Context: an optimization exercise on an open-source flow, tuned for small area, a short achievable clock period and few clock cycles. The choices shown serve that exercise and are no tape-out recipe.
At most, simulation tests tie the RTL to the original design; equivalence was not proved.
Power figures rest on the tool's default switching activity, not on a simulated workload.

Design top, start of the top module:
module top(clk,rst,imem_addr,imem_data,led,halted);
        input clk;
        input rst;
        output [0:7] imem_addr;
        input [0:31] imem_data;
        output [0:7] led;
        output halted;
        wire [31:0] ins = imem_data;
        wire [5:0] op  = ins[31:26];
        wire [4:0] rs  = ins[25:21];
        wire [4:0] rt  = ins[20:16];
        wire [4:0] rd  = ins[15:11];
        wire [7:0] imm = ins[7:0];
        wire [5:0] fn  = ins[5:0];
        reg  [7:0] R [0:31];
        reg  [7:0] pc;
        reg  [7:0] x_a, x_b;           
        reg  [7:0] x_alt;              
        reg  [4:0] x_dst;
        reg        x_we, x_lw, x_slt, x_w2, x_br, x_bne, x_pt;
        wire [7:0] sum = x_a + x_b;
        reg [7:0] rom;
        always @(*) begin
                case (sum)
                8'd0: rom = 8'b10011100;
                8'd1: rom = 8'b10001111;
                8'd2: rom = 8'b01110000;
                8'd3: rom = 8'b00111011;
                8'd4: rom = 8'b00100000;
                8'd5: rom = 8'b01010000;
                8'd6: rom = 8'b00000111;
                8'd7: rom = 8'b00001000;
                8'd8: rom = 8'b00001001;
  ...
Size in the first run: ~300 flip-flops.
==> flow/config.mk <==
export PLATFORM = sky130hd
export DESIGN_NAME = top
export DESIGN_NICKNAME = top
export VERILOG_FILES = /design/flow/design.v
export SDC_FILE = /design/flow/constraint.sdc
export NUM_CORES = 4
export LEC_CHECK = 0
export CAP_MARGIN = 10
export CORE_MARGIN = 2
export CORE_UTILIZATION = 40
export CTS_CLUSTER_DIAMETER = 80
export CTS_CLUSTER_SIZE = 20
export SETUP_SLACK_MARGIN = 4.0
export SLEW_MARGIN = 10
export BUFFER_PORTS_ARGS = -buffer_cell sky130_fd_sc_hd__buf_2
==> flow/constraint.sdc <==
create_clock -name core_clock -period 7.0 [get_ports {clk}]
set_input_delay 1.4000 -clock core_clock [delete_from_list [all_inputs] [get_ports {clk}]]
set_output_delay 1.4000 -clock core_clock [all_outputs]
set_load 0.01 [all_outputs]
standard.sh (not shown) runs the stock make flow with config.mk's settings and CLKGATE_MAP_FILE= SYNTH_SCRIPT=/design/flow/synth_recipe.tcl, a recipe that flattens the netlist after the stock synthesis.
==> flow/flow/run.sh <==
#!/bin/bash
# Standard layout (the standard.sh, standard synthesis), with the port
# buffers made of buf_2 cells instead of buffer_ports' default choice.
set -euo pipefail
echo 'export BUFFER_PORTS_ARGS = -buffer_cell sky130_fd_sc_hd__buf_2' >> config.mk
bash standard.sh > standard.log 2>&1
==> next run, changes <==
--- a/flow/config.mk
+++ b/flow/config.mk
@@ -13 +13 @@
-export SETUP_SLACK_MARGIN = 4.0
+export SETUP_SLACK_MARGIN = 4.3
@@ -14,0 +15 @@
+export TNS_END_PERCENT = 20
Result: The new run completed with no timing, DRC or antenna violations; power went up by a few percent; final cell count grows by a few percent; worst hold slack got worse by 0.025 ns; die area stays the same.
Function was not checked in any run of this note: the RTL went through the layout flow alone.


top, a different RTL version from the one above (not shown whole).
For scale: ~1300 cells after synthesis, roughly 51 I/O pins, about 0.015 mm2 of cells after synthesis.
==> flow/design.v (excerpt) <==
module top(clk,rst,imem_addr,imem_data,led,halted);
        input clk;
        input rst;
        output [0:7] imem_addr;
        input [0:31] imem_data;
        output [0:7] led;
        output halted;
        wire [31:0] ins = imem_data;
        wire [5:0] op  = ins[31:26];
        wire [4:0] rs  = ins[25:21];
        wire [4:0] rt  = ins[20:16];
        wire [4:0] rd  = ins[15:11];
        wire [7:0] imm = ins[7:0];
        wire [5:0] fn  = ins[5:0];
        reg  [7:0] R [0:31];
        reg  [7:0] pc;
        reg  [7:0] x_a, x_b;           
        reg  [7:0] x_alt;              
        reg  [4:0] x_dst;
        reg        x_we, x_lw, x_slt, x_w2, x_br, x_bne, x_pt;
        wire [7:0] sum = x_a + x_b;
        reg [7:0] rom;
        always @(*) begin
                case (sum)
                8'd0: rom = 8'b10011100;
                8'd1: rom = 8'b10001111;
                8'd2: rom = 8'b01110000;
                8'd3: rom = 8'b00111011;
                8'd4: rom = 8'b00100000;
                8'd5: rom = 8'b01010000;
                8'd6: rom = 8'b00000111;
                8'd7: rom = 8'b00001000;
                8'd8: rom = 8'b00001001;
                8'd9: rom = 8'b00001010;
                8'd10: rom = 8'b00000110;
                default: rom = 8'b00000000;
                endcase
        end
        wire lt = $signed(x_a) < $signed(x_b);
        wire [7:0] res = x_lw  ? rom :
                         x_slt ? {7'b0, lt} : sum;
        wire eq = (x_a == x_b);
        wire miss = x_br & (eq ^ x_bne ^ x_pt);
        wire stop = (pc >= 8'd14);
        wire d_lw   = op[5];                           
        wire d_addi = op[3];                           
        wire d_jal  = op[1] & ~op[5];                  
  ...
export LEC_CHECK = 0
export CAP_MARGIN = 10
export CORE_MARGIN = 2
export CORE_UTILIZATION = 40
export CTS_BUF_LIST = sky130_fd_sc_hd__clkbuf_8
export CTS_CLUSTER_DIAMETER = 60
export CTS_CLUSTER_SIZE = 12
export SETUP_SLACK_MARGIN = 4.0
export SLEW_MARGIN = 10
export BUFFER_PORTS_ARGS = -buffer_cell sky130_fd_sc_hd__buf_2
create_clock -name core_clock -period 7.0 [get_ports {clk}]
Scripts as last shown in full above: flow/flow/run.sh
Testbench counts at the start, summed over its fixed seeds: cycles 53,224.
Edit:
==> flow/run.sh (new file) <==
#!/bin/bash
# synth_recipe.tcl (not shown) runs the flow's synth.tcl, then flattens the netlist and writes it again
# the make line also repeats each setting of config.mk as NAME=value (left out here)
make -C /OpenROAD-flow-scripts/flow DESIGN_CONFIG=/design/flow/config.mk WORK_HOME=/design/flow/orfs CLKGATE_MAP_FILE= SYNTH_SCRIPT=/design/flow/synth_recipe.tcl finish
==> flow/config.mk (replaced) <==
export PLATFORM = sky130hd
export DESIGN_NAME = top
export DESIGN_NICKNAME = top
export VERILOG_FILES = /design/flow/design.v
export SDC_FILE = /design/flow/constraint.sdc
export NUM_CORES = 4
export LEC_CHECK = 0
export CAP_MARGIN = 10
export CORE_MARGIN = 2
export CORE_UTILIZATION = 40
export CTS_CLUSTER_DIAMETER = 80
export CTS_CLUSTER_SIZE = 20
export SETUP_SLACK_MARGIN = 4.3
export SLEW_MARGIN = 10
export TNS_END_PERCENT = 5
removed: flow/flow/run.sh
removed: flow/standard.sh
Effect: Critical path depth grows by 2; design area increases by 15%; wire length climbs by 9.0%.
Edit:
--- a/flow/config.mk
+++ b/flow/config.mk
@@ -7,3 +7,3 @@
 export LEC_CHECK = 0
-export CAP_MARGIN = 10
+export CAP_MARGIN = 20
 export CORE_MARGIN = 2
@@ -12,4 +12,3 @@
 export CTS_CLUSTER_SIZE = 20
-export SETUP_SLACK_MARGIN = 4.3
-export SLEW_MARGIN = 10
-export TNS_END_PERCENT = 5
+export SETUP_SLACK_MARGIN = 4.0
+export SLEW_MARGIN = 20
Final area drops by 8.0%.
Global-route usage drops by 1.4 points.
Cell count drops by 5.1%.
Sequential cell count does not change.
Wire length drops by 3.5%.
Total power drops by 1.2%.
Non-clock buffer count drops by 102.
Synthesized area is unchanged.
Die area stays the same.
First-iteration DRC count drops by 13%.
Setup slack degrades by 0.019 ns.
Edit:
--- a/flow/config.mk
+++ b/flow/config.mk
@@ -7,3 +7,3 @@
 export LEC_CHECK = 0
-export CAP_MARGIN = 20
+export CAP_MARGIN = 10
 export CORE_MARGIN = 2
@@ -13,2 +13,2 @@
 export SETUP_SLACK_MARGIN = 4.0
-export SLEW_MARGIN = 20
+export SLEW_MARGIN = 10
Result: The changed run completed with no timing, DRC or antenna violations. Synthesized cell count is unchanged. Via count hardly moves. Clock-buffer cell count falls by 3. Routed wire length is about the same. Clock power went down by a few percent.
Edit:
==> flow/flow/run.sh (new file) <==
#!/bin/bash
# Standard layout (the standard.sh, standard synthesis), with the port
# buffers made of buf_2 cells instead of buffer_ports' default choice, and
# ORFS's power recovery (downsizing of cells off the critical paths) after
# global routing.
set -euo pipefail
echo 'export BUFFER_PORTS_ARGS = -buffer_cell sky130_fd_sc_hd__buf_2' >> config.mk
echo 'export RECOVER_POWER = 100' >> config.mk
bash standard.sh > standard.log 2>&1
==> flow/standard.sh (new file) <==
#!/bin/bash
# synth_recipe.tcl (not shown) runs the flow's synth.tcl, then flattens the netlist and writes it again
# the make line also repeats each setting of config.mk as NAME=value (left out here)
make -C /OpenROAD-flow-scripts/flow DESIGN_CONFIG=/design/flow/config.mk WORK_HOME=/design/flow/orfs CLKGATE_MAP_FILE= SYNTH_SCRIPT=/design/flow/synth_recipe.tcl "${@:-finish}"
--- a/flow/config.mk
+++ b/flow/config.mk
@@ -14 +14,3 @@
 export SLEW_MARGIN = 10
+export BUFFER_PORTS_ARGS = -buffer_cell sky130_fd_sc_hd__buf_2
+export RECOVER_POWER = 100
removed: flow/run.sh
The new run reached the layout checks and failed them: capacitance limit, slew limit.
Total power goes down by 4.3%.
Die area does not change.
Combinational power decreases by about 13%.
Via count decreases by 2.6%.
Wire length went down by 4.7%.
Clock power falls by about 6%.
Sequential power stays flat.
Area after synthesis is unchanged.
Synthesized cell count is unchanged.
Critical path depth goes down by 1.
Edit:
==> flow/run.sh (new file) <==
#!/bin/bash
# synth_recipe.tcl (not shown) runs the flow's synth.tcl, then flattens the netlist and writes it again
# the make line also repeats each setting of config.mk as NAME=value (left out here)
make -C /OpenROAD-flow-scripts/flow DESIGN_CONFIG=/design/flow/config.mk WORK_HOME=/design/flow/orfs CLKGATE_MAP_FILE= SYNTH_SCRIPT=/design/flow/synth_recipe.tcl finish
==> flow/config.mk (replaced) <==
export PLATFORM = sky130hd
export DESIGN_NAME = top
export DESIGN_NICKNAME = top
export VERILOG_FILES = /design/flow/design.v
export SDC_FILE = /design/flow/constraint.sdc
export NUM_CORES = 4
export LEC_CHECK = 0
export CAP_MARGIN = 20
export CORE_MARGIN = 2
export CORE_UTILIZATION = 40
export PLACE_DENSITY = 0.7
export SETUP_SLACK_MARGIN = 4.0
export SLEW_MARGIN = 20
removed: flow/flow/run.sh
removed: flow/standard.sh
This time the run went through all stages and came out clean.
Final area came out higher by 9.9%.
Register-to-register slack gains 1.6 ns.
Die area stays the same.
Fmax is higher by 49%.

==> afterwards: timing with drivers on the ports <==
No port has a modelled driver above. Below, the same layouts with a new extraction and two added sets of constraints. Step 1: set_driving_cell puts a clkbuf_16 on clk and a buf_2 on each other input, an assumption about the parent block. Step 2 times the ports against the registers' clock, not the clock port: input delays grow and output delays shrink by t, the midpoint of the rising clock arrivals with the driver on. Slacks: no drivers / after step 1 / after step 2; pairs: no drivers / after step 1.
run | t, ns | setup WS [ns] | latest minus earliest clock arrival (ns) | slew at the worst register clock pin (ns) | worst data-port slew with drivers (ns)
the first run of note 1 | 0.613 | 3.922 / 3.892 / 3.281 | 0.027 / 0.027 | 0.10 / 0.10 | 0.20
the second run of note 1 | 0.597 | 3.939 / 3.778 / 3.181 | 0.017 / 0.018 | 0.09 / 0.09 | 0.31
the first run of note 2 | 0.671 | 3.866 / 3.813 / 3.285 | 0.044 / 0.044 | 0.09 / 0.09 | 0.04
the second run of note 2 | 0.607 | 3.920 / 3.867 / 3.372 | 0.029 / 0.028 | 0.10 / 0.10 | 0.15
the third run of note 2 | 0.615 | 3.901 / 3.843 / 3.312 | 0.028 / 0.029 | 0.09 / 0.09 | 0.04
the fourth run of note 2 | 0.605 | 3.947 / 3.888 / 3.372 | 0.022 / 0.021 | 0.09 / 0.09 | 0.05
the fifth run of note 2 | 0.593 | 2.361 / 2.402 / 1.810 | 0.023 / 0.023 | 0.09 / 0.09 | 0.04
the sixth run of note 2 | 0.587 | 3.890 / 3.845 / 3.318 | 0.035 / 0.035 | 0.07 / 0.07 | 0.06
For the second run of note 1, which loses most, drivers alone change the setup slack by -0.161 ns; drivers and shift together by -0.758 ns.
